This is an optimization exercise on Yosys and OpenROAD, whose aim is small area, a short achievable clock period and few clock cycles, not a production implementation. The RTL was checked by simulation tests, not by an equivalence proof against the original design.

==> flow/design.v, too long to show whole: its modules and the start of the top module <==
// module US_CSC: 1394 lines
module US_CSC (
   input  logic            Clock,
   input  logic            Resetn,
   output logic            SRAM_we_n,
   output logic   [17:0]   SRAM_address,
   input  logic   [15:0]   SRAM_read_data,
   output logic   [15:0]   SRAM_write_data,
   input  logic            US_CSC_enable,
   output logic            US_CSC_complete
);
  // ...
==> flow/flow/run.sh <==
#!/bin/bash
# Standard ORFS layout at the design's clock period and constraints; repair_timing
# is asked to keep extra setup slack so it works on the longest paths.
bash standard.sh SETUP_SLACK_MARGIN=9 CORE_UTILIZATION=60 CTS_BUF_LIST=sky130_fd_sc_hd__clkbuf_8 finish > standard_run.log 2>&1
==> flow/standard.sh <==
#!/bin/bash
# synth_recipe.tcl (not shown) runs the flow's synth.tcl, then flattens the netlist and writes it again
# the make line also repeats each setting of config.mk as NAME=value (left out here)
make -C /OpenROAD-flow-scripts/flow DESIGN_CONFIG=/design/flow/config.mk WORK_HOME=/design/flow/orfs CLKGATE_MAP_FILE= SYNTH_SCRIPT=/design/flow/synth_recipe.tcl "${@:-finish}"
==> flow/config.mk <==
export PLATFORM = sky130hd
export DESIGN_NAME = US_CSC
export DESIGN_NICKNAME = US_CSC
export VERILOG_FILES = /design/flow/design.v
export SDC_FILE = /design/flow/constraint.sdc
export NUM_CORES = 4
export LEC_CHECK = 0
export CAP_MARGIN = 20
export CORE_MARGIN = 2
export CORE_UTILIZATION = 40
export SLEW_MARGIN = 20
==> flow/constraint.sdc <==
create_clock -name core_clock -period 13.5 [get_ports {Clock}]
set_input_delay 2.7000 -clock core_clock [delete_from_list [all_inputs] [get_ports {Clock}]]
set_output_delay 2.7000 -clock core_clock [all_outputs]
set_load 0.01 [all_outputs]
==> run summary, run 1 <==
The flow ran to the end and the layout has no timing, DRC or antenna violations. The non-clock inverter instance count of the final layout came out at about 410. The multi-input combinational gate total is about 1200.

The total number of cells along the worst setup path came out at 17. The clock tree cell share of total cell area came out at 4.51%. The layout net count is between 2000 and 2500. The worst hold path terminates at bufb[6].

Once the clock tree was built, the resizer swapped between 100 and 150 gates to a different size. The total clock buffers created by CTS is 49. The worst setup path is launched from a flip-flop. In the final routed layout, each cell accounts on average for 19.3 microns. After synthesis, flip-flops and latches occupy 34.7% of the total area. In this run the most used layer during global routing was met2. Clock latency on the worst-skew pair, taken at its later pin, is a little under 0.6 ns. The multi-input combinational cell area is between 10000 and 15000 sq um. The worst path uses 34.6% of the clock period. Global routing used 43.9% of the available met2 tracks.

The delay contributed by the slowest stage of the critical path came out at ~0.53 ns. The number of pins with negative max-slew slack in the final report was 0. The largest registers in the layout are sr (104), SRAM_address (18), waddr (18).

The detailed router used layers up to and including met4. Among all cell types in the netlist, the one instantiated most often is sky130_fd_sc_hd__inv_1. The layout sequential cell count is between 200 and 300. The share of synthesized registers carrying an async set or reset is around 16%.

TritonCTS built the clock tree. The critical path starts at sC[7].

The starting density of the core is 61.4%. The synthesized instance count came out at 1942. The total buffers and inverters traversed by the critical path came out at 3. The most area-hungry cell class in the final design is multi-input gates. The layout has ~2500 filler cells. The clock tree root driver cell is sky130_fd_sc_hd__clkbuf_8. Entering global routing, the biggest net connects between 80 and 90 pins.

The detail-routed via count per cell came out at roughly 5.4. The final number of setup-violating endpoints came out at 0.
Testbench counts, summed over its fixed seeds: cycles 1,536,168.
==> inputs of run 2 (changes only) <==
--- a/flow/design.v
+++ b/flow/design.v
@@ -14,22 +14,26 @@
 localparam logic [15:0] LAST_FR = 16'd19199;
 logic        run;           
 logic [3:0]  ph;            
 logic [15:0] fr;            
 logic [6:0]  col;           
 logic [17:0] waddr;         
 logic [7:0]  sr [0:12];
 logic [7:0]  ys;            
-logic [7:0]  yp, up, vp;    
+logic [7:0]  yp, up;        
+logic [9:0]  vp;            
+logic [7:0]  vpc;           
 logic [9:0]  up3;           
 logic [7:0]  usel;
-logic [7:0]  ufr;           
+logic [9:0]  ufr;           
+logic [9:0]  usel10;
 logic [7:0]  bufb, bufg;    
-logic [7:0]  rreg, greg, breg;   
+logic [10:0] rreg, greg, breg;   
+logic [7:0]  rcl, gcl, bcl;      
 logic        osel1, osel2;       
 logic [8:0]  sA, sB, sC;    
 logic e0, o0, e79, o78, o79;
 logic [7:0] ta, tb, tc, td, te, tf;
 logic na, nb, nd, ne, nf;
 assign na = ~(e0 | o0);
 assign nb = ~e0;
 assign nd = ~o79;
@@ -40,18 +44,23 @@
       ta[k] = (na & sr[0][k]) | (e0 & sr[4][k]) | (o0 & sr[2][k]);
       tb[k] = (nb & sr[2][k]) | (e0 & sr[4][k]);
       tc[k] = sr[4][k];
       td[k] = (nd & sr[6][k]) | (o79 & sr[4][k]);
       te[k] = (ne & sr[8][k]) | (e79 & sr[6][k]) | (o79 & sr[4][k]);
       tf[k] = (nf & sr[10][k]) | (e79 & sr[6][k]) | (o78 & sr[8][k]) | (o79 & sr[4][k]);
    end
 end
-assign usel = (ph == 4'd3 || ph == 4'd6) ? ufr : sr[3];
-assign SRAM_write_data = osel1 ? {bufb, rreg} : (osel2 ? {bufg, bufb} : {rreg, greg});
+assign usel10 = (ph == 4'd3 || ph == 4'd6) ? ufr : {2'b00, sr[3]};
+assign usel = usel10[9] ? 8'd0 : (usel10[8] ? 8'hff : usel10[7:0]);
+assign rcl = rreg[10] ? 8'd0 : (rreg[9:8] != 2'd0 ? 8'hff : rreg[7:0]);
+assign gcl = greg[10] ? 8'd0 : (greg[9:8] != 2'd0 ? 8'hff : greg[7:0]);
+assign bcl = breg[10] ? 8'd0 : (breg[9:8] != 2'd0 ? 8'hff : breg[7:0]);
+assign vpc = vp[9] ? 8'd0 : (vp[8] ? 8'hff : vp[7:0]);
+assign SRAM_write_data = osel1 ? {bufb, rcl} : (osel2 ? {bufg, bufb} : {rcl, gcl});
 wire fs_w1 = sA[7] ^ sA[5];
 wire fs_w2 = sA[7] & sA[5];
 wire fs_w3 = sA[8] ^ sA[6];
 wire fs_w4 = sA[8] & sA[6];
 wire fs_w5 = sA[4] ^ sA[2];
 wire fs_w6 = sA[4] & sA[2];
 wire fs_w7 = sA[5] ^ sA[3] ^ sA[1];
 wire fs_w8 = (sA[5] & sA[3]) | (sA[5] & sA[1]) | (sA[3] & sA[1]);
@@ -301,101 +310,102 @@
 assign fs_s[12] = fs_w166 ^ fs_w233;
 assign fs_s[13] = fs_w168 ^ fs_w235;
 assign fs_s[14] = fs_w170 ^ fs_w237;
 assign fs_s[15] = fs_w172 ^ fs_w239;
 assign fs_s[16] = fs_w174 ^ fs_w241;
 assign fs_s[17] = fs_w176 ^ fs_w243;
 assign fs_s[7:0] = 8'd0;
 logic [7:0] fout;
+wire [9:0] fo10 = {fs_s[17], fs_s[16], fs_s[15:8]};
 assign fout = fs_s[17] ? 8'd0 : (fs_s[16] ? 8'hff : fs_s[15:8]);
 wire rs_w1 = yp[7] ^ yp[5] ^ yp[3];
 wire rs_w2 = (yp[7] & yp[5]) | (yp[7] & yp[3]) | (yp[5] & yp[3]);
-wire rs_w3 = yp[0] ^ vp[5];
-wire rs_w4 = yp[0] & vp[5];
+wire rs_w3 = yp[0] ^ vpc[5];
+wire rs_w4 = yp[0] & vpc[5];
 wire rs_w5 = yp[6] ^ yp[4] ^ yp[1];
 wire rs_w6 = (yp[6] & yp[4]) | (yp[6] & yp[1]) | (yp[4] & yp[1]);
-wire rs_w7 = vp[6] ^ vp[5];
-wire rs_w8 = vp[6] & vp[5];
+wire rs_w7 = vpc[6] ^ vpc[5];
+wire rs_w8 = vpc[6] & vpc[5];
 wire rs_w9 = yp[7] ^ yp[5] ^ yp[2];
 wire rs_w10 = (yp[7] & yp[5]) | (yp[7] & yp[2]) | (yp[5] & yp[2]);
-wire rs_w11 = vp[7] ^ vp[6];
-wire rs_w12 = vp[7] & vp[6];
+wire rs_w11 = vpc[7] ^ vpc[6];
+wire rs_w12 = vpc[7] & vpc[6];
 wire rs_w13 = yp[6] ^ yp[3];
 wire rs_w14 = yp[6] & yp[3];
-wire rs_w15 = ~yp[4] ^ vp[6];
-wire rs_w16 = ~yp[4] & vp[6];
-wire rs_w17 = ~yp[5] ^ vp[7] ^ vp[6];
-wire rs_w18 = (~yp[5] & vp[7]) | (~yp[5] & vp[6]) | (vp[7] & vp[6]);
-wire rs_w19 = vp[3] ^ vp[0];
-wire rs_w20 = vp[3] & vp[0];
-wire rs_w21 = ~yp[6] ^ vp[7] ^ vp[4];
-wire rs_w22 = (~yp[6] & vp[7]) | (~yp[6] & vp[4]) | (vp[7] & vp[4]);
-wire rs_w23 = ~yp[7] ^ yp[0] ^ vp[5];
-wire rs_w24 = (~yp[7] & yp[0]) | (~yp[7] & vp[5]) | (yp[0] & vp[5]);
+wire rs_w15 = ~yp[4] ^ vpc[6];
+wire rs_w16 = ~yp[4] & vpc[6];
+wire rs_w17 = ~yp[5] ^ vpc[7] ^ vpc[6];
+wire rs_w18 = (~yp[5] & vpc[7]) | (~yp[5] & vpc[6]) | (vpc[7] & vpc[6]);
+wire rs_w19 = vpc[3] ^ vpc[0];
+wire rs_w20 = vpc[3] & vpc[0];
+wire rs_w21 = ~yp[6] ^ vpc[7] ^ vpc[4];
+wire rs_w22 = (~yp[6] & vpc[7]) | (~yp[6] & vpc[4]) | (vpc[7] & vpc[4]);
+wire rs_w23 = ~yp[7] ^ yp[0] ^ vpc[5];
+wire rs_w24 = (~yp[7] & yp[0]) | (~yp[7] & vpc[5]) | (yp[0] & vpc[5]);
 wire rs_w25 = yp[2] ^ yp[0];
 wire rs_w26 = yp[2] & yp[0];
-wire rs_w27 = yp[3] ^ yp[1] ^ vp[5];
-wire rs_w28 = (yp[3] & yp[1]) | (yp[3] & vp[5]) | (yp[1] & vp[5]);
-wire rs_w29 = vp[1] ^ vp[0];
-wire rs_w30 = vp[1] & vp[0];
+wire rs_w27 = yp[3] ^ yp[1] ^ vpc[5];
+wire rs_w28 = (yp[3] & yp[1]) | (yp[3] & vpc[5]) | (yp[1] & vpc[5]);
+wire rs_w29 = vpc[1] ^ vpc[0];
+wire rs_w30 = vpc[1] & vpc[0];
 wire rs_w31 = yp[4] ^ yp[2] ^ yp[0];
 wire rs_w32 = (yp[4] & yp[2]) | (yp[4] & yp[0]) | (yp[2] & yp[0]);
-wire rs_w33 = vp[6] ^ vp[2] ^ vp[1];
-wire rs_w34 = (vp[6] & vp[2]) | (vp[6] & vp[1]) | (vp[2] & vp[1]);
+wire rs_w33 = vpc[6] ^ vpc[2] ^ vpc[1];
+wire rs_w34 = (vpc[6] & vpc[2]) | (vpc[6] & vpc[1]) | (vpc[2] & vpc[1]);
 wire rs_w35 = yp[5] ^ yp[3] ^ yp[1];
 wire rs_w36 = (yp[5] & yp[3]) | (yp[5] & yp[1]) | (yp[3] & yp[1]);
-wire rs_w37 = vp[7] ^ vp[3] ^ vp[2];
-wire rs_w38 = (vp[7] & vp[3]) | (vp[7] & vp[2]) | (vp[3] & vp[2]);
+wire rs_w37 = vpc[7] ^ vpc[3] ^ vpc[2];
+wire rs_w38 = (vpc[7] & vpc[3]) | (vpc[7] & vpc[2]) | (vpc[3] & vpc[2]);
 wire rs_w39 = yp[6] ^ yp[4] ^ yp[2];
 wire rs_w40 = (yp[6] & yp[4]) | (yp[6] & yp[2]) | (yp[4] & yp[2]);
-wire rs_w41 = vp[4] ^ vp[3] ^ vp[0];
-wire rs_w42 = (vp[4] & vp[3]) | (vp[4] & vp[0]) | (vp[3] & vp[0]);
-wire rs_w43 = vp[4] ^ vp[1] ^ vp[0];
-wire rs_w44 = (vp[4] & vp[1]) | (vp[4] & vp[0]) | (vp[1] & vp[0]);
+wire rs_w41 = vpc[4] ^ vpc[3] ^ vpc[0];
+wire rs_w42 = (vpc[4] & vpc[3]) | (vpc[4] & vpc[0]) | (vpc[3] & vpc[0]);
+wire rs_w43 = vpc[4] ^ vpc[1] ^ vpc[0];
+wire rs_w44 = (vpc[4] & vpc[1]) | (vpc[4] & vpc[0]) | (vpc[1] & vpc[0]);
 wire rs_w45 = 1'b1 ^ rs_w1 ^ rs_w3;
 wire rs_w46 = (1'b1 & rs_w1) | (1'b1 & rs_w3) | (rs_w1 & rs_w3);
-wire rs_w47 = vp[2] ^ vp[1] ^ rs_w5;
-wire rs_w48 = (vp[2] & vp[1]) | (vp[2] & rs_w5) | (vp[1] & rs_w5);
+wire rs_w47 = vpc[2] ^ vpc[1] ^ rs_w5;
+wire rs_w48 = (vpc[2] & vpc[1]) | (vpc[2] & rs_w5) | (vpc[1] & rs_w5);
 wire rs_w49 = rs_w7 ^ rs_w2 ^ rs_w4;
 wire rs_w50 = (rs_w7 & rs_w2) | (rs_w7 & rs_w4) | (rs_w2 & rs_w4);
-wire rs_w51 = vp[3] ^ vp[2] ^ rs_w9;
-wire rs_w52 = (vp[3] & vp[2]) | (vp[3] & rs_w9) | (vp[2] & rs_w9);
+wire rs_w51 = vpc[3] ^ vpc[2] ^ rs_w9;
+wire rs_w52 = (vpc[3] & vpc[2]) | (vpc[3] & rs_w9) | (vpc[2] & rs_w9);
 wire rs_w53 = rs_w11 ^ rs_w6 ^ rs_w8;
 wire rs_w54 = (rs_w11 & rs_w6) | (rs_w11 & rs_w8) | (rs_w6 & rs_w8);
-wire rs_w55 = vp[7] ^ vp[4] ^ vp[3];
-wire rs_w56 = (vp[7] & vp[4]) | (vp[7] & vp[3]) | (vp[4] & vp[3]);
+wire rs_w55 = vpc[7] ^ vpc[4] ^ vpc[3];
+wire rs_w56 = (vpc[7] & vpc[4]) | (vpc[7] & vpc[3]) | (vpc[4] & vpc[3]);
 wire rs_w57 = rs_w13 ^ rs_w10 ^ rs_w12;
 wire rs_w58 = (rs_w13 & rs_w10) | (rs_w13 & rs_w12) | (rs_w10 & rs_w12);
-wire rs_w59 = yp[7] ^ yp[4] ^ vp[5];
-wire rs_w60 = (yp[7] & yp[4]) | (yp[7] & vp[5]) | (yp[4] & vp[5]);
-wire rs_w61 = vp[4] ^ rs_w14;
-wire rs_w62 = vp[4] & rs_w14;
-wire rs_w63 = yp[5] ^ vp[6] ^ vp[5];
-wire rs_w64 = (yp[5] & vp[6]) | (yp[5] & vp[5]) | (vp[6] & vp[5]);
-wire rs_w65 = ~yp[0] ^ vp[2];
-wire rs_w66 = ~yp[0] & vp[2];
-wire rs_w67 = ~yp[1] ^ vp[3];
-wire rs_w68 = ~yp[1] & vp[3];
-wire rs_w69 = ~yp[2] ^ vp[4] ^ vp[3];
-wire rs_w70 = (~yp[2] & vp[4]) | (~yp[2] & vp[3]) | (vp[4] & vp[3]);
-wire rs_w71 = ~yp[3] ^ vp[5] ^ vp[4];
-wire rs_w72 = (~yp[3] & vp[5]) | (~yp[3] & vp[4]) | (vp[5] & vp[4]);
-wire rs_w73 = vp[5] ^ vp[2] ^ 1'b1;
-wire rs_w74 = (vp[5] & vp[2]) | (vp[5] & 1'b1) | (vp[2] & 1'b1);
+wire rs_w59 = yp[7] ^ yp[4] ^ vpc[5];
+wire rs_w60 = (yp[7] & yp[4]) | (yp[7] & vpc[5]) | (yp[4] & vpc[5]);
+wire rs_w61 = vpc[4] ^ rs_w14;
+wire rs_w62 = vpc[4] & rs_w14;
+wire rs_w63 = yp[5] ^ vpc[6] ^ vpc[5];
+wire rs_w64 = (yp[5] & vpc[6]) | (yp[5] & vpc[5]) | (vpc[6] & vpc[5]);
+wire rs_w65 = ~yp[0] ^ vpc[2];
+wire rs_w66 = ~yp[0] & vpc[2];
+wire rs_w67 = ~yp[1] ^ vpc[3];
+wire rs_w68 = ~yp[1] & vpc[3];
+wire rs_w69 = ~yp[2] ^ vpc[4] ^ vpc[3];
+wire rs_w70 = (~yp[2] & vpc[4]) | (~yp[2] & vpc[3]) | (vpc[4] & vpc[3]);
+wire rs_w71 = ~yp[3] ^ vpc[5] ^ vpc[4];
+wire rs_w72 = (~yp[3] & vpc[5]) | (~yp[3] & vpc[4]) | (vpc[5] & vpc[4]);
+wire rs_w73 = vpc[5] ^ vpc[2] ^ 1'b1;
+wire rs_w74 = (vpc[5] & vpc[2]) | (vpc[5] & 1'b1) | (vpc[2] & 1'b1);
 wire rs_w75 = 1'b1 ^ rs_w17 ^ rs_w19;
 wire rs_w76 = (1'b1 & rs_w17) | (1'b1 & rs_w19) | (rs_w17 & rs_w19);
-wire rs_w77 = vp[1] ^ rs_w21 ^ rs_w18;
-wire rs_w78 = (vp[1] & rs_w21) | (vp[1] & rs_w18) | (rs_w21 & rs_w18);
-wire rs_w79 = vp[2] ^ 1'b1 ^ rs_w23;
-wire rs_w80 = (vp[2] & 1'b1) | (vp[2] & rs_w23) | (1'b1 & rs_w23);
-wire rs_w81 = yp[1] ^ vp[6] ^ vp[3];
-wire rs_w82 = (yp[1] & vp[6]) | (yp[1] & vp[3]) | (vp[6] & vp[3]);
-wire rs_w83 = vp[7] ^ vp[4] ^ vp[0];
-wire rs_w84 = (vp[7] & vp[4]) | (vp[7] & vp[0]) | (vp[4] & vp[0]);
+wire rs_w77 = vpc[1] ^ rs_w21 ^ rs_w18;
+wire rs_w78 = (vpc[1] & rs_w21) | (vpc[1] & rs_w18) | (rs_w21 & rs_w18);
+wire rs_w79 = vpc[2] ^ 1'b1 ^ rs_w23;
+wire rs_w80 = (vpc[2] & 1'b1) | (vpc[2] & rs_w23) | (1'b1 & rs_w23);
+wire rs_w81 = yp[1] ^ vpc[6] ^ vpc[3];
+wire rs_w82 = (yp[1] & vpc[6]) | (yp[1] & vpc[3]) | (vpc[6] & vpc[3]);
+wire rs_w83 = vpc[7] ^ vpc[4] ^ vpc[0];
+wire rs_w84 = (vpc[7] & vpc[4]) | (vpc[7] & vpc[0]) | (vpc[4] & vpc[0]);
 wire rs_w85 = 1'b1 ^ rs_w27 ^ rs_w29;
 wire rs_w86 = (1'b1 & rs_w27) | (1'b1 & rs_w29) | (rs_w27 & rs_w29);
 wire rs_w87 = rs_w31 ^ rs_w33 ^ rs_w28;
 wire rs_w88 = (rs_w31 & rs_w33) | (rs_w31 & rs_w28) | (rs_w33 & rs_w28);
 wire rs_w89 = rs_w35 ^ rs_w37 ^ rs_w32;
 wire rs_w90 = (rs_w35 & rs_w37) | (rs_w35 & rs_w32) | (rs_w37 & rs_w32);
 wire rs_w91 = rs_w39 ^ rs_w41 ^ rs_w36;
 wire rs_w92 = (rs_w39 & rs_w41) | (rs_w39 & rs_w36) | (rs_w41 & rs_w36);
@@ -406,26 +416,26 @@
 wire rs_w97 = rs_w51 ^ rs_w53 ^ rs_w48;
 wire rs_w98 = (rs_w51 & rs_w53) | (rs_w51 & rs_w48) | (rs_w53 & rs_w48);
 wire rs_w99 = rs_w55 ^ rs_w57 ^ rs_w52;
 wire rs_w100 = (rs_w55 & rs_w57) | (rs_w55 & rs_w52) | (rs_w57 & rs_w52);
 wire rs_w101 = rs_w59 ^ rs_w61 ^ rs_w56;
 wire rs_w102 = (rs_w59 & rs_w61) | (rs_w59 & rs_w56) | (rs_w61 & rs_w56);
 wire rs_w103 = 1'b1 ^ rs_w63 ^ rs_w60;
 wire rs_w104 = (1'b1 & rs_w63) | (1'b1 & rs_w60) | (rs_w63 & rs_w60);
-wire rs_w105 = yp[6] ^ vp[7] ^ vp[6];
-wire rs_w106 = (yp[6] & vp[7]) | (yp[6] & vp[6]) | (vp[7] & vp[6]);
-wire rs_w107 = vp[1] ^ 1'b1;
-wire rs_w108 = vp[1] & 1'b1;
-wire rs_w109 = vp[2] ^ rs_w67 ^ rs_w66;
-wire rs_w110 = (vp[2] & rs_w67) | (vp[2] & rs_w66) | (rs_w67 & rs_w66);
-wire rs_w111 = vp[0] ^ rs_w69 ^ rs_w68;
-wire rs_w112 = (vp[0] & rs_w69) | (vp[0] & rs_w68) | (rs_w69 & rs_w68);
-wire rs_w113 = vp[1] ^ rs_w71 ^ rs_w70;
-wire rs_w114 = (vp[1] & rs_w71) | (vp[1] & rs_w70) | (rs_w71 & rs_w70);
+wire rs_w105 = yp[6] ^ vpc[7] ^ vpc[6];
+wire rs_w106 = (yp[6] & vpc[7]) | (yp[6] & vpc[6]) | (vpc[7] & vpc[6]);
+wire rs_w107 = vpc[1] ^ 1'b1;
+wire rs_w108 = vpc[1] & 1'b1;
+wire rs_w109 = vpc[2] ^ rs_w67 ^ rs_w66;
+wire rs_w110 = (vpc[2] & rs_w67) | (vpc[2] & rs_w66) | (rs_w67 & rs_w66);
+wire rs_w111 = vpc[0] ^ rs_w69 ^ rs_w68;
+wire rs_w112 = (vpc[0] & rs_w69) | (vpc[0] & rs_w68) | (rs_w69 & rs_w68);
+wire rs_w113 = vpc[1] ^ rs_w71 ^ rs_w70;
+wire rs_w114 = (vpc[1] & rs_w71) | (vpc[1] & rs_w70) | (rs_w71 & rs_w70);
 wire rs_w115 = rs_w15 ^ rs_w73 ^ rs_w72;
 wire rs_w116 = (rs_w15 & rs_w73) | (rs_w15 & rs_w72) | (rs_w73 & rs_w72);
 wire rs_w117 = rs_w16 ^ rs_w75 ^ rs_w74;
 wire rs_w118 = (rs_w16 & rs_w75) | (rs_w16 & rs_w74) | (rs_w75 & rs_w74);
 wire rs_w119 = rs_w20 ^ rs_w77 ^ rs_w76;
 wire rs_w120 = (rs_w20 & rs_w77) | (rs_w20 & rs_w76) | (rs_w77 & rs_w76);
 wire rs_w121 = rs_w22 ^ rs_w79 ^ rs_w78;
 wire rs_w122 = (rs_w22 & rs_w79) | (rs_w22 & rs_w78) | (rs_w79 & rs_w78);
@@ -450,22 +460,22 @@
 wire rs_w141 = rs_w54 ^ rs_w99 ^ rs_w98;
 wire rs_w142 = (rs_w54 & rs_w99) | (rs_w54 & rs_w98) | (rs_w99 & rs_w98);
 wire rs_w143 = rs_w58 ^ rs_w101 ^ rs_w100;
 wire rs_w144 = (rs_w58 & rs_w101) | (rs_w58 & rs_w100) | (rs_w101 & rs_w100);
 wire rs_w145 = rs_w62 ^ rs_w103 ^ rs_w102;
 wire rs_w146 = (rs_w62 & rs_w103) | (rs_w62 & rs_w102) | (rs_w103 & rs_w102);
 wire rs_w147 = rs_w64 ^ rs_w105 ^ rs_w104;
 wire rs_w148 = (rs_w64 & rs_w105) | (rs_w64 & rs_w104) | (rs_w105 & rs_w104);
-wire rs_w149 = yp[7] ^ vp[7] ^ rs_w106;
-wire rs_w150 = (yp[7] & vp[7]) | (yp[7] & rs_w106) | (vp[7] & rs_w106);
-wire rs_w151 = vp[0] & 1'b0;
-wire rs_w152 = vp[0] ^ 1'b0;
-wire rs_w153 = vp[1] & vp[0];
-wire rs_w154 = vp[1] ^ vp[0];
+wire rs_w149 = yp[7] ^ vpc[7] ^ rs_w106;
+wire rs_w150 = (yp[7] & vpc[7]) | (yp[7] & rs_w106) | (vpc[7] & rs_w106);
+wire rs_w151 = vpc[0] & 1'b0;
+wire rs_w152 = vpc[0] ^ 1'b0;
+wire rs_w153 = vpc[1] & vpc[0];
+wire rs_w154 = vpc[1] ^ vpc[0];
 wire rs_w155 = rs_w65 & rs_w107;
 wire rs_w156 = rs_w65 ^ rs_w107;
 wire rs_w157 = rs_w109 & rs_w108;
 wire rs_w158 = rs_w109 ^ rs_w108;
 wire rs_w159 = rs_w111 & rs_w110;
 wire rs_w160 = rs_w111 ^ rs_w110;
 wire rs_w161 = rs_w113 & rs_w112;
 wire rs_w162 = rs_w113 ^ rs_w112;
@@ -651,110 +661,110 @@
 wire gs_w5 = yp[6] ^ yp[4] ^ yp[2];
 wire gs_w6 = (yp[6] & yp[4]) | (yp[6] & yp[2]) | (yp[4] & yp[2]);
 wire gs_w7 = ~up3[2] ^ ~up[5];
 wire gs_w8 = ~up3[2] & ~up[5];
 wire gs_w9 = yp[7] ^ yp[5] ^ yp[3];
 wire gs_w10 = (yp[7] & yp[5]) | (yp[7] & yp[3]) | (yp[5] & yp[3]);
 wire gs_w11 = yp[0] ^ ~up3[3] ^ ~up[6];
 wire gs_w12 = (yp[0] & ~up3[3]) | (yp[0] & ~up[6]) | (~up3[3] & ~up[6]);
-wire gs_w13 = ~vp[4] ^ ~vp[2];
-wire gs_w14 = ~vp[4] & ~vp[2];
+wire gs_w13 = ~vpc[4] ^ ~vpc[2];
+wire gs_w14 = ~vpc[4] & ~vpc[2];
 wire gs_w15 = yp[6] ^ yp[4] ^ yp[1];
 wire gs_w16 = (yp[6] & yp[4]) | (yp[6] & yp[1]) | (yp[4] & yp[1]);
-wire gs_w17 = ~up3[4] ^ ~up[7] ^ ~vp[5];
-wire gs_w18 = (~up3[4] & ~up[7]) | (~up3[4] & ~vp[5]) | (~up[7] & ~vp[5]);
-wire gs_w19 = ~vp[3] ^ ~vp[2];
-wire gs_w20 = ~vp[3] & ~vp[2];
+wire gs_w17 = ~up3[4] ^ ~up[7] ^ ~vpc[5];
+wire gs_w18 = (~up3[4] & ~up[7]) | (~up3[4] & ~vpc[5]) | (~up[7] & ~vpc[5]);
+wire gs_w19 = ~vpc[3] ^ ~vpc[2];
+wire gs_w20 = ~vpc[3] & ~vpc[2];
 wire gs_w21 = yp[7] ^ yp[5] ^ yp[2];
 wire gs_w22 = (yp[7] & yp[5]) | (yp[7] & yp[2]) | (yp[5] & yp[2]);
-wire gs_w23 = ~up3[5] ^ ~vp[6] ^ ~vp[4];
-wire gs_w24 = (~up3[5] & ~vp[6]) | (~up3[5] & ~vp[4]) | (~vp[6] & ~vp[4]);
-wire gs_w25 = ~vp[3] ^ 1'b1;
-wire gs_w26 = ~vp[3] & 1'b1;
+wire gs_w23 = ~up3[5] ^ ~vpc[6] ^ ~vpc[4];
+wire gs_w24 = (~up3[5] & ~vpc[6]) | (~up3[5] & ~vpc[4]) | (~vpc[6] & ~vpc[4]);
+wire gs_w25 = ~vpc[3] ^ 1'b1;
+wire gs_w26 = ~vpc[3] & 1'b1;
 wire gs_w27 = yp[6] ^ yp[3] ^ ~up3[6];
 wire gs_w28 = (yp[6] & yp[3]) | (yp[6] & ~up3[6]) | (yp[3] & ~up3[6]);
-wire gs_w29 = ~vp[7] ^ ~vp[5];
-wire gs_w30 = ~vp[7] & ~vp[5];
+wire gs_w29 = ~vpc[7] ^ ~vpc[5];
+wire gs_w30 = ~vpc[7] & ~vpc[5];
 wire gs_w31 = yp[7] ^ yp[4] ^ ~up3[7];
 wire gs_w32 = (yp[7] & yp[4]) | (yp[7] & ~up3[7]) | (yp[4] & ~up3[7]);
 wire gs_w33 = ~yp[3] ^ ~up3[2];
 wire gs_w34 = ~yp[3] & ~up3[2];
-wire gs_w35 = ~yp[4] ^ ~up3[3] ^ ~vp[6];
-wire gs_w36 = (~yp[4] & ~up3[3]) | (~yp[4] & ~vp[6]) | (~up3[3] & ~vp[6]);
-wire gs_w37 = ~yp[5] ^ ~up3[4] ^ ~vp[7];
-wire gs_w38 = (~yp[5] & ~up3[4]) | (~yp[5] & ~vp[7]) | (~up3[4] & ~vp[7]);
+wire gs_w35 = ~yp[4] ^ ~up3[3] ^ ~vpc[6];
+wire gs_w36 = (~yp[4] & ~up3[3]) | (~yp[4] & ~vpc[6]) | (~up3[3] & ~vpc[6]);
+wire gs_w37 = ~yp[5] ^ ~up3[4] ^ ~vpc[7];
+wire gs_w38 = (~yp[5] & ~up3[4]) | (~yp[5] & ~vpc[7]) | (~up3[4] & ~vpc[7]);
 wire gs_w39 = ~yp[6] ^ ~up3[5];
 wire gs_w40 = ~yp[6] & ~up3[5];
 wire gs_w41 = ~yp[7] ^ yp[0] ^ ~up3[6];
 wire gs_w42 = (~yp[7] & yp[0]) | (~yp[7] & ~up3[6]) | (yp[0] & ~up3[6]);
 wire gs_w43 = yp[1] ^ ~up[0];
 wire gs_w44 = yp[1] & ~up[0];
 wire gs_w45 = yp[2] ^ yp[0] ^ ~up[1];
 wire gs_w46 = (yp[2] & yp[0]) | (yp[2] & ~up[1]) | (yp[0] & ~up[1]);
-wire gs_w47 = ~up3[8] ^ ~vp[6];
-wire gs_w48 = ~up3[8] & ~vp[6];
+wire gs_w47 = ~up3[8] ^ ~vpc[6];
+wire gs_w48 = ~up3[8] & ~vpc[6];
 wire gs_w49 = yp[3] ^ yp[1] ^ ~up[2];
 wire gs_w50 = (yp[3] & yp[1]) | (yp[3] & ~up[2]) | (yp[1] & ~up[2]);
-wire gs_w51 = ~up3[9] ^ ~vp[7] ^ ~vp[0];
-wire gs_w52 = (~up3[9] & ~vp[7]) | (~up3[9] & ~vp[0]) | (~vp[7] & ~vp[0]);
+wire gs_w51 = ~up3[9] ^ ~vpc[7] ^ ~vpc[0];
+wire gs_w52 = (~up3[9] & ~vpc[7]) | (~up3[9] & ~vpc[0]) | (~vpc[7] & ~vpc[0]);
 wire gs_w53 = yp[0] ^ ~up3[0] ^ ~up[3];
 wire gs_w54 = (yp[0] & ~up3[0]) | (yp[0] & ~up[3]) | (~up3[0] & ~up[3]);
-wire gs_w55 = ~vp[1] ^ 1'b1 ^ gs_w1;
-wire gs_w56 = (~vp[1] & 1'b1) | (~vp[1] & gs_w1) | (1'b1 & gs_w1);
-wire gs_w57 = ~up3[1] ^ ~up[4] ^ ~vp[2];
-wire gs_w58 = (~up3[1] & ~up[4]) | (~up3[1] & ~vp[2]) | (~up[4] & ~vp[2]);
-wire gs_w59 = ~vp[0] ^ gs_w3 ^ gs_w2;
-wire gs_w60 = (~vp[0] & gs_w3) | (~vp[0] & gs_w2) | (gs_w3 & gs_w2);
-wire gs_w61 = ~vp[3] ^ ~vp[1] ^ ~vp[0];
-wire gs_w62 = (~vp[3] & ~vp[1]) | (~vp[3] & ~vp[0]) | (~vp[1] & ~vp[0]);
+wire gs_w55 = ~vpc[1] ^ 1'b1 ^ gs_w1;
+wire gs_w56 = (~vpc[1] & 1'b1) | (~vpc[1] & gs_w1) | (1'b1 & gs_w1);
+wire gs_w57 = ~up3[1] ^ ~up[4] ^ ~vpc[2];
+wire gs_w58 = (~up3[1] & ~up[4]) | (~up3[1] & ~vpc[2]) | (~up[4] & ~vpc[2]);
+wire gs_w59 = ~vpc[0] ^ gs_w3 ^ gs_w2;
+wire gs_w60 = (~vpc[0] & gs_w3) | (~vpc[0] & gs_w2) | (gs_w3 & gs_w2);
+wire gs_w61 = ~vpc[3] ^ ~vpc[1] ^ ~vpc[0];
+wire gs_w62 = (~vpc[3] & ~vpc[1]) | (~vpc[3] & ~vpc[0]) | (~vpc[1] & ~vpc[0]);
 wire gs_w63 = gs_w5 ^ gs_w7 ^ gs_w4;
 wire gs_w64 = (gs_w5 & gs_w7) | (gs_w5 & gs_w4) | (gs_w7 & gs_w4);
-wire gs_w65 = ~vp[1] ^ gs_w9 ^ gs_w11;
-wire gs_w66 = (~vp[1] & gs_w9) | (~vp[1] & gs_w11) | (gs_w9 & gs_w11);
+wire gs_w65 = ~vpc[1] ^ gs_w9 ^ gs_w11;
+wire gs_w66 = (~vpc[1] & gs_w9) | (~vpc[1] & gs_w11) | (gs_w9 & gs_w11);
 wire gs_w67 = gs_w13 ^ gs_w6 ^ gs_w8;
 wire gs_w68 = (gs_w13 & gs_w6) | (gs_w13 & gs_w8) | (gs_w6 & gs_w8);
 wire gs_w69 = gs_w15 ^ gs_w17 ^ gs_w19;
 wire gs_w70 = (gs_w15 & gs_w17) | (gs_w15 & gs_w19) | (gs_w17 & gs_w19);
 wire gs_w71 = gs_w10 ^ gs_w12 ^ gs_w14;
 wire gs_w72 = (gs_w10 & gs_w12) | (gs_w10 & gs_w14) | (gs_w12 & gs_w14);
 wire gs_w73 = gs_w21 ^ gs_w23 ^ gs_w25;
 wire gs_w74 = (gs_w21 & gs_w23) | (gs_w21 & gs_w25) | (gs_w23 & gs_w25);
 wire gs_w75 = gs_w16 ^ gs_w18 ^ gs_w20;
 wire gs_w76 = (gs_w16 & gs_w18) | (gs_w16 & gs_w20) | (gs_w18 & gs_w20);
-wire gs_w77 = ~vp[4] ^ gs_w27 ^ gs_w29;
-wire gs_w78 = (~vp[4] & gs_w27) | (~vp[4] & gs_w29) | (gs_w27 & gs_w29);
+wire gs_w77 = ~vpc[4] ^ gs_w27 ^ gs_w29;
+wire gs_w78 = (~vpc[4] & gs_w27) | (~vpc[4] & gs_w29) | (gs_w27 & gs_w29);
 wire gs_w79 = gs_w22 ^ gs_w24 ^ gs_w26;
 wire gs_w80 = (gs_w22 & gs_w24) | (gs_w22 & gs_w26) | (gs_w24 & gs_w26);
-wire gs_w81 = ~vp[6] ^ ~vp[5] ^ 1'b1;
-wire gs_w82 = (~vp[6] & ~vp[5]) | (~vp[6] & 1'b1) | (~vp[5] & 1'b1);
+wire gs_w81 = ~vpc[6] ^ ~vpc[5] ^ 1'b1;
+wire gs_w82 = (~vpc[6] & ~vpc[5]) | (~vpc[6] & 1'b1) | (~vpc[5] & 1'b1);
 wire gs_w83 = gs_w31 ^ gs_w28 ^ gs_w30;
 wire gs_w84 = (gs_w31 & gs_w28) | (gs_w31 & gs_w30) | (gs_w28 & gs_w30);
-wire gs_w85 = yp[5] ^ ~up3[8] ^ ~vp[7];
-wire gs_w86 = (yp[5] & ~up3[8]) | (yp[5] & ~vp[7]) | (~up3[8] & ~vp[7]);
-wire gs_w87 = ~vp[6] ^ 1'b1 ^ gs_w32;
-wire gs_w88 = (~vp[6] & 1'b1) | (~vp[6] & gs_w32) | (1'b1 & gs_w32);
+wire gs_w85 = yp[5] ^ ~up3[8] ^ ~vpc[7];
+wire gs_w86 = (yp[5] & ~up3[8]) | (yp[5] & ~vpc[7]) | (~up3[8] & ~vpc[7]);
+wire gs_w87 = ~vpc[6] ^ 1'b1 ^ gs_w32;
+wire gs_w88 = (~vpc[6] & 1'b1) | (~vpc[6] & gs_w32) | (1'b1 & gs_w32);
 wire gs_w89 = yp[6] ^ ~up3[9];
 wire gs_w90 = yp[6] & ~up3[9];
 wire gs_w91 = ~yp[1] ^ ~up3[0];
 wire gs_w92 = ~yp[1] & ~up3[0];
 wire gs_w93 = ~yp[2] ^ ~up3[1];
 wire gs_w94 = ~yp[2] & ~up3[1];
-wire gs_w95 = ~vp[5] ^ ~vp[0] ^ 1'b1;
-wire gs_w96 = (~vp[5] & ~vp[0]) | (~vp[5] & 1'b1) | (~vp[0] & 1'b1);
-wire gs_w97 = ~vp[1] ^ 1'b1 ^ gs_w35;
-wire gs_w98 = (~vp[1] & 1'b1) | (~vp[1] & gs_w35) | (1'b1 & gs_w35);
-wire gs_w99 = ~vp[2] ^ 1'b1 ^ gs_w37;
-wire gs_w100 = (~vp[2] & 1'b1) | (~vp[2] & gs_w37) | (1'b1 & gs_w37);
-wire gs_w101 = ~vp[3] ^ 1'b1 ^ gs_w39;
-wire gs_w102 = (~vp[3] & 1'b1) | (~vp[3] & gs_w39) | (1'b1 & gs_w39);
-wire gs_w103 = ~vp[4] ^ 1'b1 ^ gs_w41;
-wire gs_w104 = (~vp[4] & 1'b1) | (~vp[4] & gs_w41) | (1'b1 & gs_w41);
-wire gs_w105 = ~up3[7] ^ ~vp[5] ^ gs_w43;
-wire gs_w106 = (~up3[7] & ~vp[5]) | (~up3[7] & gs_w43) | (~vp[5] & gs_w43);
+wire gs_w95 = ~vpc[5] ^ ~vpc[0] ^ 1'b1;
+wire gs_w96 = (~vpc[5] & ~vpc[0]) | (~vpc[5] & 1'b1) | (~vpc[0] & 1'b1);
+wire gs_w97 = ~vpc[1] ^ 1'b1 ^ gs_w35;
+wire gs_w98 = (~vpc[1] & 1'b1) | (~vpc[1] & gs_w35) | (1'b1 & gs_w35);
+wire gs_w99 = ~vpc[2] ^ 1'b1 ^ gs_w37;
+wire gs_w100 = (~vpc[2] & 1'b1) | (~vpc[2] & gs_w37) | (1'b1 & gs_w37);
+wire gs_w101 = ~vpc[3] ^ 1'b1 ^ gs_w39;
+wire gs_w102 = (~vpc[3] & 1'b1) | (~vpc[3] & gs_w39) | (1'b1 & gs_w39);
+wire gs_w103 = ~vpc[4] ^ 1'b1 ^ gs_w41;
+wire gs_w104 = (~vpc[4] & 1'b1) | (~vpc[4] & gs_w41) | (1'b1 & gs_w41);
+wire gs_w105 = ~up3[7] ^ ~vpc[5] ^ gs_w43;
+wire gs_w106 = (~up3[7] & ~vpc[5]) | (~up3[7] & gs_w43) | (~vpc[5] & gs_w43);
 wire gs_w107 = 1'b1 ^ gs_w45 ^ gs_w47;
 wire gs_w108 = (1'b1 & gs_w45) | (1'b1 & gs_w47) | (gs_w45 & gs_w47);
 wire gs_w109 = gs_w49 ^ gs_w51 ^ gs_w46;
 wire gs_w110 = (gs_w49 & gs_w51) | (gs_w49 & gs_w46) | (gs_w51 & gs_w46);
 wire gs_w111 = gs_w53 ^ gs_w55 ^ gs_w50;
 wire gs_w112 = (gs_w53 & gs_w55) | (gs_w53 & gs_w50) | (gs_w55 & gs_w50);
 wire gs_w113 = gs_w57 ^ gs_w59 ^ gs_w54;
 wire gs_w114 = (gs_w57 & gs_w59) | (gs_w57 & gs_w54) | (gs_w59 & gs_w54);
@@ -767,24 +777,24 @@
 wire gs_w121 = gs_w73 ^ gs_w75 ^ gs_w70;
 wire gs_w122 = (gs_w73 & gs_w75) | (gs_w73 & gs_w70) | (gs_w75 & gs_w70);
 wire gs_w123 = gs_w77 ^ gs_w79 ^ gs_w74;
 wire gs_w124 = (gs_w77 & gs_w79) | (gs_w77 & gs_w74) | (gs_w79 & gs_w74);
 wire gs_w125 = gs_w81 ^ gs_w83 ^ gs_w78;
 wire gs_w126 = (gs_w81 & gs_w83) | (gs_w81 & gs_w78) | (gs_w83 & gs_w78);
 wire gs_w127 = gs_w85 ^ gs_w87 ^ gs_w82;
 wire gs_w128 = (gs_w85 & gs_w87) | (gs_w85 & gs_w82) | (gs_w87 & gs_w82);
-wire gs_w129 = ~vp[7] ^ gs_w89 ^ gs_w86;
-wire gs_w130 = (~vp[7] & gs_w89) | (~vp[7] & gs_w86) | (gs_w89 & gs_w86);
-wire gs_w131 = ~yp[0] ^ ~vp[2];
-wire gs_w132 = ~yp[0] & ~vp[2];
-wire gs_w133 = ~vp[3] ^ 1'b1 ^ gs_w91;
-wire gs_w134 = (~vp[3] & 1'b1) | (~vp[3] & gs_w91) | (1'b1 & gs_w91);
-wire gs_w135 = ~vp[4] ^ gs_w93 ^ gs_w92;
-wire gs_w136 = (~vp[4] & gs_w93) | (~vp[4] & gs_w92) | (gs_w93 & gs_w92);
+wire gs_w129 = ~vpc[7] ^ gs_w89 ^ gs_w86;
+wire gs_w130 = (~vpc[7] & gs_w89) | (~vpc[7] & gs_w86) | (gs_w89 & gs_w86);
+wire gs_w131 = ~yp[0] ^ ~vpc[2];
+wire gs_w132 = ~yp[0] & ~vpc[2];
+wire gs_w133 = ~vpc[3] ^ 1'b1 ^ gs_w91;
+wire gs_w134 = (~vpc[3] & 1'b1) | (~vpc[3] & gs_w91) | (1'b1 & gs_w91);
+wire gs_w135 = ~vpc[4] ^ gs_w93 ^ gs_w92;
+wire gs_w136 = (~vpc[4] & gs_w93) | (~vpc[4] & gs_w92) | (gs_w93 & gs_w92);
 wire gs_w137 = gs_w33 ^ gs_w95 ^ gs_w94;
 wire gs_w138 = (gs_w33 & gs_w95) | (gs_w33 & gs_w94) | (gs_w95 & gs_w94);
 wire gs_w139 = gs_w34 ^ gs_w97 ^ gs_w96;
 wire gs_w140 = (gs_w34 & gs_w97) | (gs_w34 & gs_w96) | (gs_w97 & gs_w96);
 wire gs_w141 = gs_w36 ^ gs_w99 ^ gs_w98;
 wire gs_w142 = (gs_w36 & gs_w99) | (gs_w36 & gs_w98) | (gs_w99 & gs_w98);
 wire gs_w143 = gs_w38 ^ gs_w101 ^ gs_w100;
 wire gs_w144 = (gs_w38 & gs_w101) | (gs_w38 & gs_w100) | (gs_w101 & gs_w100);
@@ -813,20 +823,20 @@
 wire gs_w167 = gs_w80 ^ gs_w125 ^ gs_w124;
 wire gs_w168 = (gs_w80 & gs_w125) | (gs_w80 & gs_w124) | (gs_w125 & gs_w124);
 wire gs_w169 = gs_w84 ^ gs_w127 ^ gs_w126;
 wire gs_w170 = (gs_w84 & gs_w127) | (gs_w84 & gs_w126) | (gs_w127 & gs_w126);
 wire gs_w171 = gs_w88 ^ gs_w129 ^ gs_w128;
 wire gs_w172 = (gs_w88 & gs_w129) | (gs_w88 & gs_w128) | (gs_w129 & gs_w128);
 wire gs_w173 = yp[7] ^ gs_w90 ^ gs_w130;
 wire gs_w174 = (yp[7] & gs_w90) | (yp[7] & gs_w130) | (gs_w90 & gs_w130);
-wire gs_w175 = ~vp[0] & 1'b1;
-wire gs_w176 = ~vp[0] ^ 1'b1;
-wire gs_w177 = ~vp[1] & 1'b0;
-wire gs_w178 = ~vp[1] ^ 1'b0;
+wire gs_w175 = ~vpc[0] & 1'b1;
+wire gs_w176 = ~vpc[0] ^ 1'b1;
+wire gs_w177 = ~vpc[1] & 1'b0;
+wire gs_w178 = ~vpc[1] ^ 1'b0;
 wire gs_w179 = 1'b1 & gs_w131;
 wire gs_w180 = 1'b1 ^ gs_w131;
 wire gs_w181 = gs_w133 & gs_w132;
 wire gs_w182 = gs_w133 ^ gs_w132;
 wire gs_w183 = gs_w135 & gs_w134;
 wire gs_w184 = gs_w135 ^ gs_w134;
 wire gs_w185 = gs_w137 & gs_w136;
 wire gs_w186 = gs_w137 ^ gs_w136;
@@ -1325,44 +1335,44 @@
    e0  <= (col == 7'd0)  && (ph == 4'd0 || ph == 4'd1);
    e79 <= (col == 7'd79) && (ph == 4'd0 || ph == 4'd1);
    o0  <= (col == 7'd0)  && (ph == 4'd3 || ph == 4'd4);
    o78 <= (col == 7'd78) && (ph == 4'd3 || ph == 4'd4);
    o79 <= (col == 7'd79) && (ph == 4'd3 || ph == 4'd4);
    sA <= {1'b0, ta} + {1'b0, tf};
    sB <= {1'b0, tb} + {1'b0, te};
    sC <= {1'b0, tc} + {1'b0, td};
-   ufr <= fout;
+   ufr <= fo10;
    if (ph == 4'd2 || ph == 4'd5) yp <= SRAM_read_data[15:8];
    else                          yp <= ys;
    up <= usel;
    up3 <= {2'b00, usel} + {1'b0, usel, 1'b0};
-   if (ph == 4'd3 || ph == 4'd6) vp <= fout;
-   else                          vp <= sr[4];
+   if (ph == 4'd3 || ph == 4'd6) vp <= fo10;
+   else                          vp <= {2'b00, sr[4]};
    ys <= SRAM_read_data[7:0];    
    if (ph == 4'd1 || ph == 4'd2 || ph == 4'd4 || ph == 4'd5) begin
       for (i = 0; i < 12; i = i + 1) sr[i] <= sr[i+1];
    end
    if (ph == 4'd3 || ph == 4'd4) begin
       sr[10] <= SRAM_read_data[15:8];
       sr[12] <= SRAM_read_data[7:0];
    end
    if (!run) SRAM_address <= U_BASE - 18'd2;    
    else case (ph)
       4'd0: SRAM_address <= U_BASE + {{2{fr[15]}}, fr};
       4'd1: SRAM_address <= V_BASE + {{2{fr[15]}}, fr};
       4'd2: SRAM_address <= {1'b0, fr, 1'b1};
       4'd9: SRAM_address <= {1'b0, fr + 16'd1, 1'b0};
       default: SRAM_address <= waddr;
    endcase
-   rreg <= rr;
-   greg <= gg;
-   breg <= bb;
-   bufb <= breg;
-   bufg <= greg;
+   rreg <= rs_s[26:16];
+   greg <= gs_s[26:16];
+   breg <= bs_s[26:16];
+   bufb <= bcl;
+   bufg <= gcl;
    osel1 <= (ph == 4'd4 || ph == 4'd7);
    osel2 <= (ph == 4'd5 || ph == 4'd8);
 end
 always_ff @(posedge Clock or negedge Resetn) begin
    if (!Resetn) begin
       run <= 1'b0;
       ph <= 4'd0;
       fr <= 16'hfffe;
==> flow/flow/run.sh (replaced) <==
#!/bin/bash
# Standard ORFS layout at the design's clock period and constraints; repair_timing
# is asked to keep extra setup slack so it works on the longest paths.
bash standard.sh SETUP_SLACK_MARGIN=9 CORE_UTILIZATION=60 CTS_BUF_LIST=sky130_fd_sc_hd__clkbuf_16 CTS_CLUSTER_SIZE=24 CTS_CLUSTER_DIAMETER=60 finish > standard_run.log 2>&1
==> run summary, run 2 <==
The run finished with no timing, DRC or antenna violations. Ranked by instance count, the synthesized netlist is headed by sky130_fd_sc_hd__inv_1, sky130_fd_sc_hd__ha_1, sky130_fd_sc_hd__fa_1. The total clock buffers created by CTS came to 25 (-49%). The worst path needs 4.60 ns of the cycle, external delays included. The worst hold slack across all endpoints is 0.417 ns. The congestion estimate from routability-driven global placement came to 0.936. Yosys mapped the design onto 70 distinct sky130hd cell types.

The starting density of the core came out at 61.0% (-0.37 points). The area overhead of the layout relative to synthesis is 13.2%. The area of the core region is around 35000 sq um. Setup repair after global routing could not meet its margin everywhere.

In this run the biggest area consumer among cell types represents around 19% of the synthesized area. The number of design rule violations left after detail routing came out at 0. The synthesized instance count is 2033 (+4.7%). The relative slew slack came out at 32.2%.

The actual slew at the worst max-slew pin is 1.02 ns. The largest net degree at the start of global routing came to 84 (+3.7%). The register with the highest flop count is sr.

After clock tree synthesis, the clock-pin slew on the worst setup and hold paths is around 0.080 ns. Derived from the worst setup path, the maximum achievable clock frequency is 217 MHz. In this run the most critical hold path is launched from sr[5][2]. In this run the critical register-to-register path is captured at vp[9].

The number of standard-cell rows in the floorplan is slightly below 70. The average footprint of a synthesized cell came out at 10.4 sq um. The arrival time of the worst setup path came out at just over 5 ns.

In this run, the number of DRC markers left after iteration 0 of detailed routing was 914. The critical path is of the flip-flop to flip-flop type. The worst setup path is captured at a flip-flop. The final worst slack came out at approximately 8.9 ns. After routing, the total negative slack on setup checks comes to 0 ns. The final antenna diode count came out at 0.

In the layout the commonest cells are sky130_fd_sc_hd__inv_1, sky130_fd_sc_hd__ha_1, sky130_fd_sc_hd__fa_1, sky130_fd_sc_hd__nand2_1, sky130_fd_sc_hd__dfxtp_1. The number of buffers between clock root and the deepest sink is 3. The share of synthesized registers carrying an async set or reset came out at 15.8% (-0.59 points).

Global routing used 27.3% of the available tracks. The via count of the first global-routing pass is 14500. The clock latency reported for the late side of the worst-skew pair is 0.59 ns (about the same). Ranked by total cell area, the synthesized netlist is headed by sky130_fd_sc_hd__fa_1, sky130_fd_sc_hd__edfxtp_1, sky130_fd_sc_hd__dfxtp_1, sky130_fd_sc_hd__ha_1, sky130_fd_sc_hd__inv_1. The library cell used most frequently in the layout, excluding fill and tap cells, is sky130_fd_sc_hd__inv_1. The share of layout cells above drive strength 1 is between 10% and 20%.

The worst setup path is launched from a flip-flop. The number of pins with negative max-slew slack in the final report came to 0 (unchanged). During placement, the flow inserted port buffers numbering 54. The largest registers in the layout are sr (104), SRAM_address (18), waddr (18). The delay contributed by the slowest stage of the critical path is 0.50 ns (-0.03 ns). The count of H-tree levels built during CTS came out at 1. The worst setup slack for register-to-register paths is about 9 ns. The synthesized design spends more area on one cell type than any other, namely sky130_fd_sc_hd__fa_1. For the worst setup path, the data required time is 14.02 ns.

The number of antenna violations at the first check in global routing came out at 0. The count of TritonRoute iterations in the first routing pass came out at 5. The clock tree from TritonCTS is done. The largest fanout of any net on the critical path is 3. The root buffer cell chosen for the clock tree is sky130_fd_sc_hd__clkbuf_16. Walking the worst path, the cells encountered are ha_4 -> ha_4 -> xor2_4 -> fa_1 -> fa_1 -> inv_1 -> fa_1 -> inv_1 -> ha_1 -> and2_4 -> nor3b_1 -> a221oi_2 -> buf_4 -> a21oi_4 -> a211oi_2 -> and2b_1 -> nor2_4 -> ha_4 -> and3_4. The startpoint identified for the worst register-to-register timing path is sA[6]. The floorplan die area is 36600 sq um.

The worst hold path terminates at sr[4][2]. The number of top-level design ports came out at 55. The instance area after placement came out at around 22000 sq um.

The die width came out at 191 microns. The final number of setup-violating endpoints is 0 (unchanged). The worst reg2reg path depth came out at 19. The final routed wire length divided by cell count is 18.5 microns (-4.4%). The clock sink count is just over 300. The number of flip-flops under the largest register name is between 100 and 150. The net count after synthesis came out at ~2500. The Yosys warning count is 2. The part of the Yosys area used for sequential elements is 35.1% (+0.40 points). The detail route stage leaves a number of antenna-violating nets equal to 0.

The slowest stage of the critical path belongs to the cell sky130_fd_sc_hd__fa_1. The most instantiated flip-flop cell in the synthesis netlist is sky130_fd_sc_hd__dfxtp_1. The share of the clock period used by the worst path is 34.1% (-0.46 points).

The total of flip-flops plus latches after synthesis came out at slightly above 300. The max-cap violation count is 0. The final number of hold-violating endpoints came to 0. Between clock sinks in the finished design, the worst skew comes to 0.0274 ns. The detail-routed via count per cell came to 5.51 (+1.3%). The via count came out at 14300. The sum of net half-perimeters after detailed placement is between 30000 and 40000 microns.

The layout net count came out at 2557 (+2.4%). The cell count of the worst hold path is 0. The total global routing overflow is 0. The min-delay analysis places its worst path in the category flip-flop to flip-flop. The floorplan die height came out at approximately 190 microns. After synthesis the cells add up to roughly 21000 sq um. The cell area after layout came out at approximately 24000 sq um. The number of synthesized flops with an enable pin came out at ~100. The minimum setup slack after placement is 8.00 ns. The most numerous cell in the Yosys netlist is sky130_fd_sc_hd__inv_1. The wire length of the first global-routing pass came out at about 76000 microns. The total routed wirelength is just under 50000 microns.
## run 2: changes by cell type in the layout (fill, tap and decap cells not counted), moves of 15 or more
| cell | change |
|---|---|
| sky130_fd_sc_hd__clkbuf_8 | -58 |
| sky130_fd_sc_hd__xnor2_1 | +15 |
| sky130_fd_sc_hd__inv_1 | -34 |
| sky130_fd_sc_hd__inv_2 | -15 |
| sky130_fd_sc_hd__nor2_1 | +60 |
| sky130_fd_sc_hd__dfxtp_1 | +21 |
| sky130_fd_sc_hd__clkbuf_16 | +25 |
| sky130_fd_sc_hd__mux2i_1 | -21 |
## run 2: cell type report
| cell class | instances | area (sq um) |
|---|---|---|
| Tap cell | 455 | 569 |
| Clock inverter | 21 | 294 |
| Inverter | 375 | 1450 |
| Clock buffer | 25 | 626 |
| Multi-Input combinational cell | 1300 | 12400 |
| Fill cell | 2725 | 10700 |
| Timing Repair Buffer | 123 | 1040 |
| Sequential cell | 304 | 7470 |
## run 2: per-layer routing
layer	part of all wire, %	global-route usage (%)
met1	46	38.4
met5	0	0
met4	2.2	6.01
met3	5.9	4.68
met2	46	44.3
## run 2: cells by family after synthesis
group                    synth area share (%)
AO/OA/AOI/OAI                            9.96
XOR/XNOR                                 4.99
adder cells (fa/ha/maj)                  31.3
buffers and inverters                    7.67
flip-flops                               35.1
multiplexers                             2.23
AND/OR/NAND/NOR                          8.71
## run 2: timing repair
item / in CTS / in global routing
setup buffers: 32 / 28
pin swaps: 19 / 20
endpoints found under the setup margin: 50 / 42
hold buffers: 0 / 0
resized for setup: 77 / 76
## run 2: worst max-delay path, delay by kind of cell (launching register included)
kind,cells,cell delay (ns)
flops,1,0.36
compound gates,3,0.50
xor+xnor,1,0.16
simple gates,5,0.83
fa+ha+maj,7,2.41
buf+inv,3,0.28
## run 2: worst max path at each step
stage	start	end	slack [ns]	depth (start not counted)
6_report	sA[6]	vp[9]	8.90	19
5_1_grt	sA[6]	vp[9]	8.74	19
4_1_cts	sA[6]	vp[9]	8.85	19
3_5_place_dp	vp[8]	greg[8]	8.00	17
3_3_place_gp	vp[8]	greg[8]	8.20	17
2_1_floorplan	sC[3]	vp[8]	9.01	18
## run 2: through the flow
stage	instances	utilization, %
2_1_floorplan	2033	-
6_report	2603	69.0
3_3_place_gp	2497	64.0
3_5_place_dp	2497	64.0
5_1_grt	2603	69.0
4_1_cts	2575	67.8
Testbench counts of run 2, summed over its fixed seeds: cycles 1,536,168.
==> inputs of run 3 (changes only) <==
==> flow/flow/run.sh (replaced) <==
#!/bin/bash
# The standard ORFS layout (standard.sh: standard synthesis, the design's clock
# period and constraints), with these changes to how the layout is made:
#  - repair_timing keeps 9 ns of setup slack as margin, so it also shortens paths
#    that already meet the 13.5 ns clock (upsizing, buffering, pin swaps);
#  - 60% core utilization;
#  - clock tree from clkbuf_16 cells with sink clusters of at most 24 sinks / 60 um.
# make's output goes to standard_run.log; ORFS keeps each step's log under orfs/logs/.
bash standard.sh SETUP_SLACK_MARGIN=9 CORE_UTILIZATION=60 \
  CTS_BUF_LIST=sky130_fd_sc_hd__clkbuf_16 CTS_CLUSTER_SIZE=24 CTS_CLUSTER_DIAMETER=60 \
  finish > standard_run.log 2>&1
==> run summary, run 3 <==
The post-route antenna net violation count came out at 0 (unchanged). The number of flip-flops under the largest register name came to 104 (unchanged). The cell area after layout came out at 23800 sq um (unchanged). The via count came out at 14300 (unchanged). The worst-case clock skew is 0.0274 ns (unchanged). The share of synthesized registers carrying an async set or reset came out at 15.8% (unchanged). More flip-flops sit in one register than any other, and that register is sr. The die width was 191 microns (unchanged). The minimum clock period came out at 4.60 ns (unchanged). The required arrival time at the worst endpoint is 14.02 ns (about the same). In the final layout, the registers with the most flip-flops are sr (104), SRAM_address (18), waddr (18). The instance count after placement with tap cells included was 2497 (unchanged).

The detail-routed via count per cell came out at 5.51 (unchanged). The total routed wirelength is 48100 microns (unchanged). The arrival time of the worst setup path is 5.12 ns (about the same). The count of H-tree levels built during CTS came to 1 (unchanged). The starting density of the core came out at 61.0% (unchanged). The wire length of the first global-routing pass came out at 76300 microns (unchanged).

By startpoint and endpoint, the worst setup path is classified as flip-flop to flip-flop. The number of buffers added on ports came out at 54 (unchanged). The area of the core region is 34500 sq um (unchanged).

The Yosys warning count came to 2 (unchanged). The final antenna diode count is 0 (unchanged). The number of antenna violations at the first check in global routing came to 0 (unchanged). The sum of net half-perimeters after detailed placement came out at 37200 microns (unchanged).

The number of standard-cell rows in the floorplan was 68 (unchanged). The number of distinct library cells after synthesis came out at 70 (unchanged). The total routing usage reported by global routing is 27.3% (unchanged). The total of flip-flops plus latches after synthesis came out at 304 (unchanged). The clock sink count came to 304 (unchanged).

The final number of setup-violating endpoints is 0 (unchanged). By count the netlist is led by sky130_fd_sc_hd__inv_1, sky130_fd_sc_hd__ha_1, sky130_fd_sc_hd__fa_1. Sorting the synthesized cells by area gives the leading types as sky130_fd_sc_hd__fa_1, sky130_fd_sc_hd__edfxtp_1, sky130_fd_sc_hd__dfxtp_1, sky130_fd_sc_hd__ha_1, sky130_fd_sc_hd__inv_1. Setup repair after global routing could not meet its margin everywhere. The library cell used most frequently in the layout, excluding fill and tap cells, is sky130_fd_sc_hd__inv_1. The clock latency reported for the late side of the worst-skew pair came out at 0.59 ns (about the same).

TritonCTS built the clock tree. The total global routing overflow is 0 (unchanged). The final routed wire length divided by cell count is 18.5 microns (unchanged). The path class of the tightest hold or removal check is flip-flop to flip-flop.

The max-cap violation count is 0 (unchanged). The maximum operating frequency was 217 MHz (unchanged). The most used flip-flop cell after synthesis is sky130_fd_sc_hd__dfxtp_1. The clock input transition at the sequential cells of the worst setup and hold paths is 0.08 ns (about the same). The number of synthesized flops with an enable pin came out at 104 (unchanged). The number of pins with negative max-slew slack in the final report is 0 (unchanged). The layout net count is 2557 (unchanged).

sky130_fd_sc_hd__inv_1 is the most common cell in the netlist. The actual slew at the worst max-slew pin is 1.02 ns (unchanged). The largest net degree at the start of global routing is 84 (unchanged).

The share of the clock period used by the worst path is 34.1% (unchanged). The via count of the first global-routing pass is 14500 (unchanged). The global placer's final weighted congestion is 0.936 (unchanged). The final number of hold-violating endpoints came out at 0 (unchanged).

The number of design rule violations left after detail routing is 0 (unchanged). The clock tree root driver cell is sky130_fd_sc_hd__clkbuf_16. The average footprint of a synthesized cell came to 10.4 sq um (unchanged). The biggest area contributor in the post-synthesis netlist is sky130_fd_sc_hd__fa_1. The fraction of synthesized cell area taken by the top area cell type is 18.5% (unchanged).

The number of buffers between clock root and the deepest sink is 3 (unchanged). The count of TritonRoute iterations in the first routing pass is 5 (unchanged). The share of layout cells above drive strength 1 came out at 13.7% (unchanged). The instance area after placement came out at 22100 sq um (unchanged).

The post-synthesis instance area is 21100 sq um (unchanged). The number of top-level design ports is 55 (unchanged). The net count after synthesis came to 2461 (unchanged). The setup TNS came out at 0 ns (unchanged). The number of buffers inserted for hold repair after clock tree synthesis is 0 (unchanged). The total clock buffers created by CTS came out at 25 (unchanged). The number of standard cells in the layout, taps in and fillers out is 2603 (unchanged). The number of DRC markers after the initial detailed-route iteration came out at 914 (unchanged). The worst setup path is launched from a flip-flop. The run finished with no timing, DRC or antenna violations. The library cells used most frequently in the layout, excluding fill and tap cells, are sky130_fd_sc_hd__inv_1, sky130_fd_sc_hd__ha_1, sky130_fd_sc_hd__fa_1, sky130_fd_sc_hd__nand2_1, sky130_fd_sc_hd__dfxtp_1. The floorplan die height is 191 microns (unchanged). The element type at the critical path end is a flip-flop.

The area overhead of the layout relative to synthesis is 13.2% (unchanged). The synthesized instance count is 2033 (unchanged). The number of filler cells placed in the layout is 2725 (unchanged).

The largest fanout of any net on the critical path was 3 (unchanged). The floorplan die area came out at 36600 sq um (unchanged). The part of the Yosys area used for sequential elements came out at 35.1% (unchanged). The relative slew slack is 32.2% (unchanged).
-- run 3: cell counts after synthesis --
No cell type changed its count.
-- run 3: per-layer routing --
metal / vias up / global-route usage, % / part of all wire, %
li1: 6861 / - / -
met1: 7077 / 38.4 / 46
met2: 348 / 44.3 / 46
met3: 61 / 4.68 / 5.9
met4: 0 / 6.01 / 2.2
met5: - / 0 / 0
-- run 3: area by class of cell --
type,count,area [sq um],share of cell area (%)
Clock buffer,25,626,2.62
Clock inverter,21,294,1.23
Inverter,375,1450,6.07
Multi-Input combinational cell,1300,12400,52.0
Sequential cell,304,7470,31.3
Tap cell,455,569,2.39
Timing Repair Buffer,123,1040,4.35
-- run 3: worst paths after layout --
kind | start | end | slack, ns | cells past startpoint
worst max-delay path | sA[6] | vp[9] | 8.90 | 19
worst min-delay path | sr[5][2] | sr[4][2] | 0.42 | 0
worst max register to register | sA[6] | vp[9] | 8.90 | 19
worst min register to register | sr[5][2] | sr[4][2] | 0.42 | 0
max in group asynchronous | Resetn | col[5] | 10.86 | 2
min in group asynchronous | Resetn | waddr[15] | 2.20 | 2
-- run 3: cells by family after synthesis --
logic type / share of synthesized area (%)
buffers and inverters: 7.67
and+or+nand+nor: 8.71
DFF: 35.1
AOI/OAI and AO/OA: 9.96
muxes: 2.23
xor gates and xnor gates: 4.99
adders and majority gates: 31.3
-- run 3: critical path, cell delays in order (launching register included) --
cell                       delay [ns]
sky130_fd_sc_hd__dfxtp_4         0.36
sky130_fd_sc_hd__ha_4            0.25
sky130_fd_sc_hd__ha_4            0.29
sky130_fd_sc_hd__xor2_4          0.16
sky130_fd_sc_hd__fa_1            0.45
sky130_fd_sc_hd__fa_1            0.49
sky130_fd_sc_hd__inv_1           0.05
sky130_fd_sc_hd__fa_1            0.50
sky130_fd_sc_hd__inv_1           0.06
sky130_fd_sc_hd__ha_1            0.28
sky130_fd_sc_hd__and2_4          0.14
sky130_fd_sc_hd__nor3b_1         0.14
sky130_fd_sc_hd__a221oi_2        0.20
sky130_fd_sc_hd__buf_4           0.17
sky130_fd_sc_hd__a21oi_4         0.06
sky130_fd_sc_hd__a211oi_2        0.24
sky130_fd_sc_hd__and2b_1         0.24
sky130_fd_sc_hd__nor2_4          0.14
sky130_fd_sc_hd__ha_4            0.15
sky130_fd_sc_hd__and3_4          0.17
-- run 3: timing repair --
action / 4_1_cts / 5_1_grt
hold endpoints to repair: 0 / 0
setup buffers: 32 / 28
pin swaps: 19 / 20
resized for setup: 77 / 76
setup endpoints to repair: 50 / 42
-- run 3: metrics by stage --
stage / utilization [%] / hold WS, ns / worst slack (ns)
finish: 69.0 / 0.417 / 8.90
global route: 69.0 / 0.430 / 8.74
CTS: 67.8 / 0.421 / 8.85
detailed placement: 64.0 / 0.405 / 8.00
global placement: 64.0 / 0.400 / 8.20
floorplan: - / 0.400 / 9.01

## static timing again, ports no longer ideal
Ports are ideal in the flow. The routed layouts listed here were re-timed in OpenROAD. Step 1 (the two cells are an assumption about what drives the block):
set clk [get_ports {Clock}]
set_driving_cell -lib_cell sky130_fd_sc_hd__clkbuf_16 $clk
set_driving_cell -lib_cell sky130_fd_sc_hd__buf_2 [delete_from_list [all_inputs] $clk]
Step 2 times the ports against the registers' clock, not the clock port: input delays grow and output delays shrink by t, the midpoint of the rising clock arrivals with the driver on. Slacks: ideal ports / drivers / drivers and shift; pairs: ideal ports / drivers.
| run | t, ns | setup WS [ns] | clock arrival spread, ns | slew at the worst register clock pin (ns) |
|---|---|---|---|---|
| run 1 | 0.633 | 8.834 / 8.834 / 8.834 | 0.023 / 0.022 | 0.07 / 0.07 |
| run 2 | 0.629 | 8.897 / 8.897 / 8.897 | 0.028 / 0.028 | 0.09 / 0.09 |
| run 3 | 0.629 | 8.897 / 8.897 / 8.897 | 0.028 / 0.028 | 0.09 / 0.09 |
After both steps every run listed still meets setup and hold.
